This is an optimization exercise on Yosys and OpenROAD, whose aim is small area, a short achievable clock period and few clock cycles per item, not a production implementation.
Where RTL was checked, it was by simulation tests only, not by an equivalence proof against the original.
Power and IR drop assume default switching activity.

## lane 4
==> flow/design.v <==
module DT(
	input			clk,
	input			reset,
	output	reg		done,
	output	reg		sti_rd,
	output		[9:0]	sti_addr,
	input		[15:0]	sti_di,
	output	reg		res_wr,
	output	reg		res_rd,
	output	reg	[13:0]	res_addr,
	output		[7:0]	res_do,
	input		[7:0]	res_di,
	output	reg		fw_finish
	);
function lt6;
	input [5:0] x, y;
	reg [5:0] gt, lt;
	integer i;
	begin
		lt6 = 1'b0;
		for (i = 0; i < 6; i = i + 1)
			lt6 = (~x[i] & y[i]) | (~(x[i] & ~y[i]) & lt6);
	end
endfunction
function [6:0] add7;
	input [6:0] x, y;
	reg [6:0] g, p, c;
	reg t;
	integer i, j, m;
	begin
		g = x & y;
		p = x ^ y;
		for (i = 0; i < 7; i = i + 1) begin
			c[i] = 1'b0;
			for (j = 0; j < i; j = j + 1) begin
				t = g[j];
				for (m = j + 1; m < i; m = m + 1)
					t = t & p[m];
				c[i] = c[i] | t;
			end
		end
		add7 = p ^ c;
	end
endfunction
function [9:0] inc10;
	input [9:0] x;
	reg t;
	integer i, m;
	begin
		for (i = 0; i < 10; i = i + 1) begin
			t = 1'b1;
			for (m = 0; m < i; m = m + 1)
				t = t & x[m];
			inc10[i] = x[i] ^ t;
		end
	end
endfunction
function [5:0] min6;
	input [5:0] x, y;
	min6 = lt6(x, y) ? x : y;
endfunction
function [3:0] lsb16;
	input [15:0] v;
	integer i;
	begin
		lsb16 = 4'd0;
		for (i = 15; i >= 0; i = i - 1)
			if (v[i]) lsb16 = i[3:0];
	end
endfunction
reg s_init, s_fdec, s_fra, s_frb, s_fw, s_fend;
reg s_bfind, s_bgo, s_bru, s_brv, s_bf, s_bl, s_bwn;
reg [5:0] do_r;		 
reg [5:0] a, b;		 
reg [9:0] wcnt;		 
reg [3:0] k;		 
reg xr;			 
reg fobj;		 
reg wv;			 
reg adj;		 
reg nc;			 
assign res_do = {2'b00, do_r};
assign sti_addr = wcnt ^ {10{fw_finish}};
wire [5:0] di = res_di[5:0];
wire [3:0] kn = k + (fw_finish ? 4'd1 : 4'd15);
wire xn = sti_di[kn];		 
wire [15:0] masked = sti_di & (16'hFFFF << k);
wire mz = (masked == 16'd0);
wire [3:0] f = lsb16(masked);
wire wend = (wcnt == 10'd1015);
wire flast = (res_addr == 14'd16382);
wire lt_adi = lt6(a, di);
wire [5:0] min_adi = lt_adi ? a : di;
wire [5:0] a_p1 = a + 6'd1;
wire [5:0] di_p1 = di + 6'd1;
wire [5:0] min_adi_p1 = lt_adi ? a_p1 : di_p1;
wire [5:0] fm1 = do_r - 6'd1;
wire bwrite = lt6(a, fm1) || lt6(di, fm1);
wire fwr = (s_fdec & !fobj) | s_fw;		 
wire badv = (s_bgo & !adj) | (s_bl & !bwrite & !nc) | (s_bwn & !nc);	 
wire bnext = (s_bl & !bwrite & nc) | (s_bwn & nc);	 
wire [6:0] rsrc = s_bgo ? ~wcnt[9:3] : res_addr[13:7];
wire [6:0] csrc = s_bgo ? ~{wcnt[2:0], k} : res_addr[6:0];
wire r_up = (s_fdec & fobj) | s_brv | s_bl;
wire r_dn = s_fw | s_bf | (s_bgo & adj & !wv) | (s_fdec & !fobj & (res_addr[6:0] == 7'd127));
wire c_m1 = s_fw | s_bf | s_bru | s_bwn;
wire c_p1 = (s_fdec & !fobj) | s_fra | s_frb | (s_bgo & adj & !wv);
wire c_p2 = s_fdec & fobj & wv;
wire [6:0] rnext = add7(rsrc, r_up ? 7'h7f : {6'd0, r_dn});
wire [6:0] cnext = add7(csrc, c_m1 ? 7'h7f : {5'd0, c_p2, c_p1});
always @(posedge clk or negedge reset) begin
	if (!reset) begin
		s_init <= 1'b1;
		s_fdec <= 1'b0;
		s_fra <= 1'b0;
		s_frb <= 1'b0;
		s_fw <= 1'b0;
		s_fend <= 1'b0;
		s_bfind <= 1'b0;
		s_bgo <= 1'b0;
		s_bru <= 1'b0;
		s_brv <= 1'b0;
		s_bf <= 1'b0;
		s_bl <= 1'b0;
		s_bwn <= 1'b0;
		done <= 1'b0;
		fw_finish <= 1'b0;
		sti_rd <= 1'b0;
		res_wr <= 1'b0;
		res_rd <= 1'b0;
		res_addr <= 14'd16383;
		wcnt <= 10'd0;
		k <= 4'd15;
		xr <= 1'b0;
		fobj <= 1'b0;
		wv <= 1'b0;
	end else begin
		s_init <= 1'b0;
		s_fdec <= s_init | s_fw | (s_fdec & !fobj & !flast);
		s_fra <= s_fdec & fobj & !wv;
		s_frb <= s_fra;
		s_fw <= (s_fdec & fobj & wv) | s_frb;
		s_fend <= s_fdec & !fobj & flast;
		s_bfind <= s_fend | (s_bfind & mz & !wend) | badv;
		s_bgo <= s_bfind & !mz;
		s_bru <= s_bgo & adj & !wv;
		s_brv <= s_bru;
		s_bf <= (s_bgo & adj & wv) | s_brv | bnext;
		s_bl <= s_bf;
		s_bwn <= s_bl & bwrite;
		done <= done | (s_bfind & mz & wend);
		if (s_fend) fw_finish <= 1'b1;
		res_rd <= (s_fdec & fobj) | s_fra | s_frb | (s_bgo & adj) | s_bru | s_brv | s_bf | bnext;
		res_wr <= fwr | (s_bgo & !adj) | (s_bl & bwrite);
		res_addr <= (s_bl & bwrite) ? ~{wcnt, k} : {rnext, cnext};
		sti_rd <= s_init | (fwr & (k == 4'd1)) | s_fend | (s_bfind & mz & !wend) | (badv & (k == 4'd15));
		if (s_fend)
			wcnt <= 10'd8;
		else if ((fwr & (k == 4'd1)) | (s_bfind & mz & !wend) | (badv & (k == 4'd15)))
			wcnt <= inc10(wcnt);
		if (s_fend | (s_bfind & mz))
			k <= 4'd0;
		else if (s_bfind)
			k <= f;
		else if (fwr | (s_bgo & !adj) | (s_bl & !bwrite) | s_bwn)
			k <= kn;
		if (fwr) xr <= xn;
		if (s_fdec & !fobj) fobj <= xn & xr;
		else if (s_fw) fobj <= xn;
		if ((s_fdec & !fobj) | s_fend | (s_bgo & !adj)) wv <= 1'b0;
		else if (s_fw | s_bl) wv <= 1'b1;
	end
end
always @(posedge clk) begin
	if (s_fend | (s_bfind & mz)) adj <= 1'b0;
	else if (s_bfind) adj <= adj & (f == k);
	else if (s_bgo) adj <= 1'b1;
	if (s_bf) nc <= xn & (k != 4'd15);
	if (s_init) do_r <= 6'd0;
	else if (s_fdec & !fobj) do_r <= {5'd0, xr};
	else if (s_fw) do_r <= min_adi_p1;
	else if (s_bgo & !adj) do_r <= 6'd1;
	else if (s_bf) do_r <= di;
	else if (s_bl & bwrite) do_r <= min_adi_p1;
	if (s_fdec & fobj) a <= wv ? min6(a, do_r) : do_r;
	else if (s_fra | s_frb | s_brv) a <= min_adi;
	else if (s_fw | s_bl) a <= min6(b, di);
	else if (s_bru) a <= di;
	else if (s_bf) a <= min6(a, do_r);
	if (s_frb | s_fw | s_brv | s_bl) b <= di;
end
endmodule
clock: 5.0 ns
lec_check: 0
abc_area: 1
cap_margin: 20
core_margin: 2
core_utilization: 55
place_density: 0.7
setup_slack_margin: 2.4
slew_margin: 20
standard.sh (not shown) runs the stock make flow with config.mk's settings and CLKGATE_MAP_FILE= SYNTH_SCRIPT=/design/flow/synth_recipe.tcl, a recipe that flattens the netlist after the stock synthesis.
==> flow/flow/run.sh <==
#!/bin/bash
# Standard layout, with plain buffers (instead of delay cells) on the ports.
set -o pipefail
bash standard.sh "BUFFER_PORTS_ARGS=-buffer_cell sky130_fd_sc_hd__buf_1" finish > flow.log 2>&1
Testbench counts of lane 4, summed over its fixed seeds: cycles 1,042,110, images 32.
### lane 4 -> lane 3
--- a/flow/design.v
+++ b/flow/design.v
@@ -85,7 +85,8 @@
 wire [3:0] kn = k + (fw_finish ? 4'd1 : 4'd15);
 wire xn = sti_di[kn];		 
 wire [15:0] masked = sti_di & (16'hFFFF << k);
-wire mz = (masked == 16'd0);
+reg rem;		 
+wire mz = sti_rd ? (sti_di == 16'd0) : !rem;
 wire [3:0] f = lsb16(masked);
 wire wend = (wcnt == 10'd1015);
 wire flast = (res_addr == 14'd16382);
@@ -176,6 +177,7 @@
 	else if (s_bfind) adj <= adj & (f == k);
 	else if (s_bgo) adj <= 1'b1;
 	if (s_bf) nc <= xn & (k != 4'd15);
+	rem <= |(sti_di & (16'hFFFE << k));
 	if (s_init) do_r <= 6'd0;
 	else if (s_fdec & !fobj) do_r <= {5'd0, xr};
 	else if (s_fw) do_r <= min_adi_p1;
--- outcome ---
Summary: time the worst path needs with I/O delays and setup, lane 3 worse than lane 4
Compared with lane 4, in lane 3 net switching share of the total power fell 0.64 points, net switching power rose 3.8%, number of detailed-routing iterations run before antenna repair fell 1, share of the clock period used by the worst path after layout rose 0.84 points, final routed wire length divided by cell count fell 0.99%.
The lower core utilization came out of lane 3.
Compared with lane 4, lane 3 shows portion of total power attributed to combinational logic lower by 0.9 points.
The RTL of lane 3 was laid out without a check of its function.

// DT: RTL as listed in full above, without the edits since
Settings: LEC_CHECK=0, ABC_AREA=1, CAP_MARGIN=20, CORE_MARGIN=2, CORE_UTILIZATION=55, PLACE_DENSITY=0.7, SETUP_SLACK_MARGIN=2.35, SLEW_MARGIN=20; clock period 5.0 ns.
Scripts as last shown in full above: flow/flow/run.sh
Testbench counts at the start, summed over its fixed seeds: cycles 1,042,110, images 32.
Next try:
--- a/flow/design.v
+++ b/flow/design.v
@@ -6,7 +6,7 @@
 	output		[9:0]	sti_addr,
 	input		[15:0]	sti_di,
 	output	reg		res_wr,
-	output	reg		res_rd,
+	output			res_rd,
 	output	reg	[13:0]	res_addr,
 	output		[7:0]	res_do,
 	input		[7:0]	res_di,
@@ -68,8 +68,9 @@
 			if (v[i]) lsb16 = i[3:0];
 	end
 endfunction
-reg s_init, s_fdec, s_fra, s_frb, s_fw, s_fend;
-reg s_bfind, s_bgo, s_bru, s_brv, s_bf, s_bl, s_bwn;
+reg s_init, s_fdec, s_fw, s_fend;
+reg s_bfind, s_bgo, s_bf, s_bl, s_bwn;
+reg s_ra, s_rb;
 reg [5:0] do_r;		 
 reg [5:0] a, b;		 
 reg [9:0] wcnt;		 
@@ -80,6 +81,7 @@
 reg adj;		 
 reg nc;			 
 assign res_do = {2'b00, do_r};
+assign res_rd = s_ra | s_rb | s_fw | s_bf | s_bl;
 assign sti_addr = wcnt ^ {10{fw_finish}};
 wire [5:0] di = res_di[5:0];
 wire [3:0] kn = k + (fw_finish ? 4'd1 : 4'd15);
@@ -101,10 +103,10 @@
 wire bnext = (s_bl & !bwrite & nc) | (s_bwn & nc);	 
 wire [6:0] rsrc = s_bgo ? ~wcnt[9:3] : res_addr[13:7];
 wire [6:0] csrc = s_bgo ? ~{wcnt[2:0], k} : res_addr[6:0];
-wire r_up = (s_fdec & fobj) | s_brv | s_bl;
+wire r_up = (s_fdec & fobj) | (s_rb & fw_finish) | s_bl;
 wire r_dn = s_fw | s_bf | (s_bgo & adj & !wv) | (s_fdec & !fobj & (res_addr[6:0] == 7'd127));
-wire c_m1 = s_fw | s_bf | s_bru | s_bwn;
-wire c_p1 = (s_fdec & !fobj) | s_fra | s_frb | (s_bgo & adj & !wv);
+wire c_m1 = s_fw | s_bf | (s_ra & fw_finish) | s_bwn;
+wire c_p1 = (s_fdec & !fobj) | ((s_ra | s_rb) & !fw_finish) | (s_bgo & adj & !wv);
 wire c_p2 = s_fdec & fobj & wv;
 wire [6:0] rnext = add7(rsrc, r_up ? 7'h7f : {6'd0, r_dn});
 wire [6:0] cnext = add7(csrc, c_m1 ? 7'h7f : {5'd0, c_p2, c_p1});
@@ -112,14 +114,12 @@
 	if (!reset) begin
 		s_init <= 1'b1;
 		s_fdec <= 1'b0;
-		s_fra <= 1'b0;
-		s_frb <= 1'b0;
+		s_ra <= 1'b0;
+		s_rb <= 1'b0;
 		s_fw <= 1'b0;
 		s_fend <= 1'b0;
 		s_bfind <= 1'b0;
 		s_bgo <= 1'b0;
-		s_bru <= 1'b0;
-		s_brv <= 1'b0;
 		s_bf <= 1'b0;
 		s_bl <= 1'b0;
 		s_bwn <= 1'b0;
@@ -127,7 +127,6 @@
 		fw_finish <= 1'b0;
 		sti_rd <= 1'b0;
 		res_wr <= 1'b0;
-		res_rd <= 1'b0;
 		res_addr <= 14'd16383;
 		wcnt <= 10'd0;
 		k <= 4'd15;
@@ -137,20 +136,17 @@
 	end else begin
 		s_init <= 1'b0;
 		s_fdec <= s_init | s_fw | (s_fdec & !fobj & !flast);
-		s_fra <= s_fdec & fobj & !wv;
-		s_frb <= s_fra;
-		s_fw <= (s_fdec & fobj & wv) | s_frb;
+		s_ra <= (s_fdec & fobj & !wv) | (s_bgo & adj & !wv);
+		s_rb <= s_ra;
+		s_fw <= (s_fdec & fobj & wv) | (s_rb & !fw_finish);
 		s_fend <= s_fdec & !fobj & flast;
 		s_bfind <= s_fend | (s_bfind & mz & !wend) | badv;
 		s_bgo <= s_bfind & !mz;
-		s_bru <= s_bgo & adj & !wv;
-		s_brv <= s_bru;
-		s_bf <= (s_bgo & adj & wv) | s_brv | bnext;
+		s_bf <= (s_bgo & adj & wv) | (s_rb & fw_finish) | bnext;
 		s_bl <= s_bf;
 		s_bwn <= s_bl & bwrite;
 		done <= done | (s_bfind & mz & wend);
 		if (s_fend) fw_finish <= 1'b1;
-		res_rd <= (s_fdec & fobj) | s_fra | s_frb | (s_bgo & adj) | s_bru | s_brv | s_bf | bnext;
 		res_wr <= fwr | (s_bgo & !adj) | (s_bl & bwrite);
 		res_addr <= (s_bl & bwrite) ? ~{wcnt, k} : {rnext, cnext};
 		sti_rd <= s_init | (fwr & (k == 4'd1)) | s_fend | (s_bfind & mz & !wend) | (badv & (k == 4'd15));
@@ -183,10 +179,10 @@
 	else if (s_bf) do_r <= di;
 	else if (s_bl & bwrite) do_r <= min_adi_p1;
 	if (s_fdec & fobj) a <= wv ? min6(a, do_r) : do_r;
-	else if (s_fra | s_frb | s_brv) a <= min_adi;
+	else if (s_bgo & !wv) a <= do_r;
+	else if (s_ra | s_rb) a <= min_adi;
 	else if (s_fw | s_bl) a <= min6(b, di);
-	else if (s_bru) a <= di;
 	else if (s_bf) a <= min6(a, do_r);
-	if (s_frb | s_fw | s_brv | s_bl) b <= di;
+	if (s_rb | s_fw | s_bl) b <= di;
 end
 endmodule
=>
- routed wire length climbs by 1.4%
- hold slack improves by 0.046 ns
- first-iteration DRC count is lower by 17%
- via count grows by 0.46%
- count of clock-buffer cells in the layout climbs by 2
- clock skew rose by 0.0069 ns
- final area came out higher by about 3%
- cell count rose by 1.5%
- synthesized area went down by 1.1%
- total power goes up by about 10%
- global-route usage shrinks by 0.11 points
- maximum frequency drops by about 5%
Function not checked in the second run of this note: the RTL went through the layout flow alone.

==> port drivers added, routing unchanged <==
The flow's constraints put no driver on any port. The routed layouts listed below were extracted and timed again, unchanged, in two steps.
Step 1: set_driving_cell puts a clkbuf_16 on clk and a buf_2 on each other input, an assumption about the parent block.
Step 2 moves the port delays by t, midway between the first and last clock arrival at a register: inputs arrive t later, outputs are due t later. That takes back most of the time a late clock gives input paths.
Three values: ideal ports, drivers, drivers and shift; two values: the first two.
| run | t (ns) | slack for setup (ns) | hold slack, ns | cell pins on the clock port's net |
|---|---|---|---|---|
| lane 4 | 0.389 | 2.507 / 2.513 / 2.124 | 0.436 / 0.436 / 0.436 | 1 |
| lane 3 | 0.382 | 2.466 / 2.481 / 2.099 | 0.440 / 0.440 / 0.440 | 1 |
| the first run of note 2 | 0.389 | 2.461 / 2.470 / 2.082 | 0.424 / 0.424 / 0.424 | 1 |
| the second run of note 2 | 0.379 | 2.323 / 2.323 / 2.034 | 0.470 / 0.470 / 0.470 | 1 |
After both steps every run listed still meets setup and hold. For lane 4, which loses most, drivers alone change the setup slack by +0.006 ns; drivers and shift together by -0.383 ns.
